Background: an optimization exercise with open tools, aiming at small area. Do not read the settings as production practice. At most, simulation tests tie the RTL to the original design; equivalence was not proved. No activity file was given, so power comes from the tool's default toggle rates.

==> flow/design.v <==
package gpu_isa_pkg;
    typedef enum logic [3:0] {
        NOP   = 4'b0000,
        ADD   = 4'b0001,  
        SUB   = 4'b0010,  
        MOV   = 4'b0011,  
        LDR   = 4'b0100,  
        STR   = 4'b0101,  
        BEQ   = 4'b0110,  
        JMP   = 4'b0111   
    } opcode_t;
    typedef struct packed {
        opcode_t        opcode;
        logic [3:0]     rd;
        logic [3:0]     rs1;
        logic [3:0]     rs2;
        logic [15:0]    imm;  
    } instruction_t;
endpackage
`default_nettype none
import gpu_isa_pkg::*;
module tgc_wsel16 (
    input  wire logic [15:0] q,
    input  wire logic [15:0] wd,
    input  wire logic        we,
    input  wire logic        nwe,
    output logic      [15:0] d
);
    assign d = (q & {16{nwe}}) | (wd & {16{we}});
endmodule
module tgc_rmux16 (
    input  wire logic [255:0] data,
    input  wire logic [15:0]  sel,
    output logic      [15:0]  y
);
    always_comb begin
        y = '0;
        for (int r = 0; r < 16; r++) y = y | (data[r*16 +: 16] & {16{sel[r]}});
    end
endmodule
module tiny_gpu_core
#(
    parameter int NUM_THREADS = 4,  
    parameter int DATA_WIDTH = 16
) (
    input  wire logic                               clk,
    input  wire logic                               rst_n,
    input  wire logic [31:0]                        instr_in,   
    input  wire logic [NUM_THREADS*DATA_WIDTH-1:0]  mem_rdata,  
    output logic      [NUM_THREADS*DATA_WIDTH-1:0]  mem_addr,   
    output logic      [NUM_THREADS*DATA_WIDTH-1:0]  mem_wdata,  
    output logic      [NUM_THREADS-1:0]             mem_we,     
    output logic      [15:0]                        pc_out      
);
    gpu_isa_pkg::instruction_t instr;
    assign instr = instr_in;
    wire op_add = (instr.opcode == ADD);
    wire op_sub = (instr.opcode == SUB);
    wire op_mov = (instr.opcode == MOV);
    wire op_ldr = (instr.opcode == LDR);
    wire op_str = (instr.opcode == STR);
    wire op_beq = (instr.opcode == BEQ);
    wire op_jmp = (instr.opcode == JMP);
    wire op_wr  = op_add | op_sub | op_mov | op_ldr;
    wire op_mem = op_ldr | op_str;
    logic [DATA_WIDTH-1:0] rf_data [NUM_THREADS][16];
    logic [15:0]           rf_valid [NUM_THREADS];
    logic [NUM_THREADS-1:0] exec_mask;
    logic [15:0] pc;
    logic [15:0] rd_onehot, rs1_onehot, rs2_onehot;
    always_comb begin
        rd_onehot = '0;
        rd_onehot[instr.rd] = 1'b1;
        rs1_onehot = '0;
        rs1_onehot[instr.rs1] = 1'b1;
        rs2_onehot = '0;
        rs2_onehot[instr.rs2] = 1'b1;
    end
    for (genvar t = 0; t < NUM_THREADS; t++) begin : g_thr
        logic [DATA_WIDTH-1:0] a, b, wd, sum;
        logic [255:0] rf_flat;
        wire we = exec_mask[t] & op_wr;
        wire [15:0] wr = rd_onehot & {16{we}};
        for (genvar r = 0; r < 16; r++) begin : g_flat
            assign rf_flat[r*16 +: 16] = rf_data[t][r];
        end
        tgc_rmux16 u_rda (.data(rf_flat), .sel(rs1_onehot & rf_valid[t]), .y(a));
        tgc_rmux16 u_rdb (.data(rf_flat), .sel(rs2_onehot & rf_valid[t]), .y(b));
        assign sum = a + (b ^ {DATA_WIDTH{op_sub}}) + {15'd0, op_sub};
        always_comb begin
            if (op_mov)      wd = instr.imm;
            else if (op_ldr) wd = mem_rdata[t*DATA_WIDTH +: DATA_WIDTH];
            else             wd = sum;
        end
        for (genvar r = 0; r < 16; r++) begin : g_reg
            logic [DATA_WIDTH-1:0] d;
            tgc_wsel16 u_ws (.q(rf_data[t][r]), .wd(wd), .we(wr[r]), .nwe(~wr[r]), .d(d));
            always_ff @(posedge clk) rf_data[t][r] <= d;
        end
        logic [DATA_WIDTH-1:0] addr_d, wdata_d;
        wire addr_en  = exec_mask[t] & op_mem;
        wire wdata_en = exec_mask[t] & op_str;
        tgc_wsel16 u_wa (.q(mem_addr[t*DATA_WIDTH +: DATA_WIDTH]), .wd(a), .we(addr_en), .nwe(~addr_en), .d(addr_d));
        tgc_wsel16 u_ww (.q(mem_wdata[t*DATA_WIDTH +: DATA_WIDTH]), .wd(b), .we(wdata_en), .nwe(~wdata_en), .d(wdata_d));
        always_ff @(posedge clk or negedge rst_n) begin
            if (!rst_n) begin
                rf_valid[t] <= '0;
                exec_mask[t] <= 1'b1;
                mem_we[t] <= 1'b0;
                mem_addr[t*DATA_WIDTH +: DATA_WIDTH]  <= '0;
                mem_wdata[t*DATA_WIDTH +: DATA_WIDTH] <= '0;
            end else begin
                rf_valid[t] <= rf_valid[t] | wr;
                mem_we[t] <= wdata_en;
                mem_addr[t*DATA_WIDTH +: DATA_WIDTH]  <= addr_d;
                mem_wdata[t*DATA_WIDTH +: DATA_WIDTH] <= wdata_d;
                if (op_jmp) exec_mask[t] <= 1'b1;
                else if (op_beq & (a != b)) exec_mask[t] <= 1'b0;
            end
        end
    end
    always_ff @(posedge clk or negedge rst_n) begin
        if (!rst_n) pc <= '0;
        else if (op_beq | op_jmp) pc <= instr.imm;
        else pc <= pc + 16'd1;
    end
    assign pc_out = pc;
endmodule
clock: 7.0 ns
lec_check: 0
cap_margin: 20
core_margin: 2
core_utilization: 35
setup_slack_margin: 0.2
slew_margin: 20
synth_hierarchical: 1
run.sh (not shown) runs the stock make flow with config.mk's settings and CLKGATE_MAP_FILE= SYNTH_SCRIPT=/design/flow/synth_recipe.tcl, a recipe that flattens the netlist after the stock synthesis.
Edit:
--- a/flow/design.v
+++ b/flow/design.v
@@ -26,18 +26,39 @@
     input  wire logic        nwe,
     output logic      [15:0] d
 );
     assign d = (q & {16{nwe}}) | (wd & {16{we}});
 endmodule
+module tgc_ao222n (
+    input  wire logic [2:0] d,
+    input  wire logic [2:0] s,
+    output logic            y_n
+);
+    assign y_n = ~|(d & s);
+endmodule
+module tgc_rbit (
+    input  wire logic [15:0] d,
+    input  wire logic [15:0] s,
+    output logic             y
+);
+    logic [4:0] n;
+    for (genvar i = 0; i < 5; i++) begin : g_grp
+        tgc_ao222n u_g (.d(d[3*i +: 3]), .s(s[3*i +: 3]), .y_n(n[i]));
+    end
+    assign y = ~(n[0] & n[1] & n[2]) | ~(n[3] & n[4]) | (d[15] & s[15]);
+endmodule
 module tgc_rmux16 (
     input  wire logic [255:0] data,
     input  wire logic [15:0]  sel,
     output logic      [15:0]  y
 );
-    always_comb begin
-        y = '0;
-        for (int r = 0; r < 16; r++) y = y | (data[r*16 +: 16] & {16{sel[r]}});
+    for (genvar i = 0; i < 16; i++) begin : g_bit
+        logic [15:0] col;
+        for (genvar r = 0; r < 16; r++) begin : g_col
+            assign col[r] = data[r*16 + i];
+        end
+        tgc_rbit u_b (.d(col), .s(sel), .y(y[i]));
     end
 endmodule
 module tiny_gpu_core
 #(
     parameter int NUM_THREADS = 4,  
@@ -61,10 +82,12 @@
     wire op_str = (instr.opcode == STR);
     wire op_beq = (instr.opcode == BEQ);
     wire op_jmp = (instr.opcode == JMP);
     wire op_wr  = op_add | op_sub | op_mov | op_ldr;
     wire op_mem = op_ldr | op_str;
+    wire op_neg = op_sub | op_beq;   
+    wire op_alu = op_add | op_sub;
     logic [DATA_WIDTH-1:0] rf_data [NUM_THREADS][16];
     logic [15:0]           rf_valid [NUM_THREADS];
     logic [NUM_THREADS-1:0] exec_mask;
     logic [15:0] pc;
     logic [15:0] rd_onehot, rs1_onehot, rs2_onehot;
@@ -84,16 +107,14 @@
         for (genvar r = 0; r < 16; r++) begin : g_flat
             assign rf_flat[r*16 +: 16] = rf_data[t][r];
         end
         tgc_rmux16 u_rda (.data(rf_flat), .sel(rs1_onehot & rf_valid[t]), .y(a));
         tgc_rmux16 u_rdb (.data(rf_flat), .sel(rs2_onehot & rf_valid[t]), .y(b));
-        assign sum = a + (b ^ {DATA_WIDTH{op_sub}}) + {15'd0, op_sub};
-        always_comb begin
-            if (op_mov)      wd = instr.imm;
-            else if (op_ldr) wd = mem_rdata[t*DATA_WIDTH +: DATA_WIDTH];
-            else             wd = sum;
-        end
+        assign sum = a + (b ^ {DATA_WIDTH{op_neg}}) + {15'd0, op_neg};
+        assign wd = (instr.imm & {16{op_mov}})
+                  | (mem_rdata[t*DATA_WIDTH +: DATA_WIDTH] & {16{op_ldr}})
+                  | (sum & {16{op_alu}});
         for (genvar r = 0; r < 16; r++) begin : g_reg
             logic [DATA_WIDTH-1:0] d;
             tgc_wsel16 u_ws (.q(rf_data[t][r]), .wd(wd), .we(wr[r]), .nwe(~wr[r]), .d(d));
             always_ff @(posedge clk) rf_data[t][r] <= d;
         end
@@ -113,11 +134,11 @@
                 rf_valid[t] <= rf_valid[t] | wr;
                 mem_we[t] <= wdata_en;
                 mem_addr[t*DATA_WIDTH +: DATA_WIDTH]  <= addr_d;
                 mem_wdata[t*DATA_WIDTH +: DATA_WIDTH] <= wdata_d;
                 if (op_jmp) exec_mask[t] <= 1'b1;
-                else if (op_beq & (a != b)) exec_mask[t] <= 1'b0;
+                else if (op_beq & (|sum)) exec_mask[t] <= 1'b0;
             end
         end
     end
     always_ff @(posedge clk or negedge rst_n) begin
         if (!rst_n) pc <= '0;
Outcome: Via count falls by a few percent. Clock skew rises by 0.0032 ns. Worst setup slack improves by 0.056 ns. Fmax rises slightly. Global-route usage falls by 0.64 points. Synthesized area falls by a few percent. Worst hold slack improves by 0.016 ns. Combinational power falls by well over a third.
No functional check of the RTL was part of the second run of this note.

## static timing again, ports no longer ideal
The flow's constraints put no driver on any port. The routed layouts listed below were extracted and timed again, unchanged, in two steps. Step 1 assumes that a clkbuf_16 drives the clock port and a buf_2 every other input. Step 2 adds t to the input delays and takes it off the output delays; t is the mean of the earliest and latest rising clock arrival at the registers after step 1. Input paths then give back, and output paths get back, about the clock's delay inside the block. a / b / c = ideal ports / drivers / drivers and shift; a / b = the first two.
| run | shift t [ns] | slack for setup (ns) | slew at the worst register clock pin (ns) | worst data-port slew with drivers (ns) |
|---|---|---|---|---|
| the first run | 0.869 | 0.296 / 0.359 / -0.510 | 0.07 / 0.07 | 0.20 |
| the second run | 0.868 | 0.352 / 0.395 / -0.473 | 0.07 / 0.07 | 0.22 |
Met with ideal ports but missed after step 2: setup timing in the first run and the second run. For the second run, which loses most, drivers alone change the setup slack by +0.043 ns; drivers and shift together by -0.825 ns.
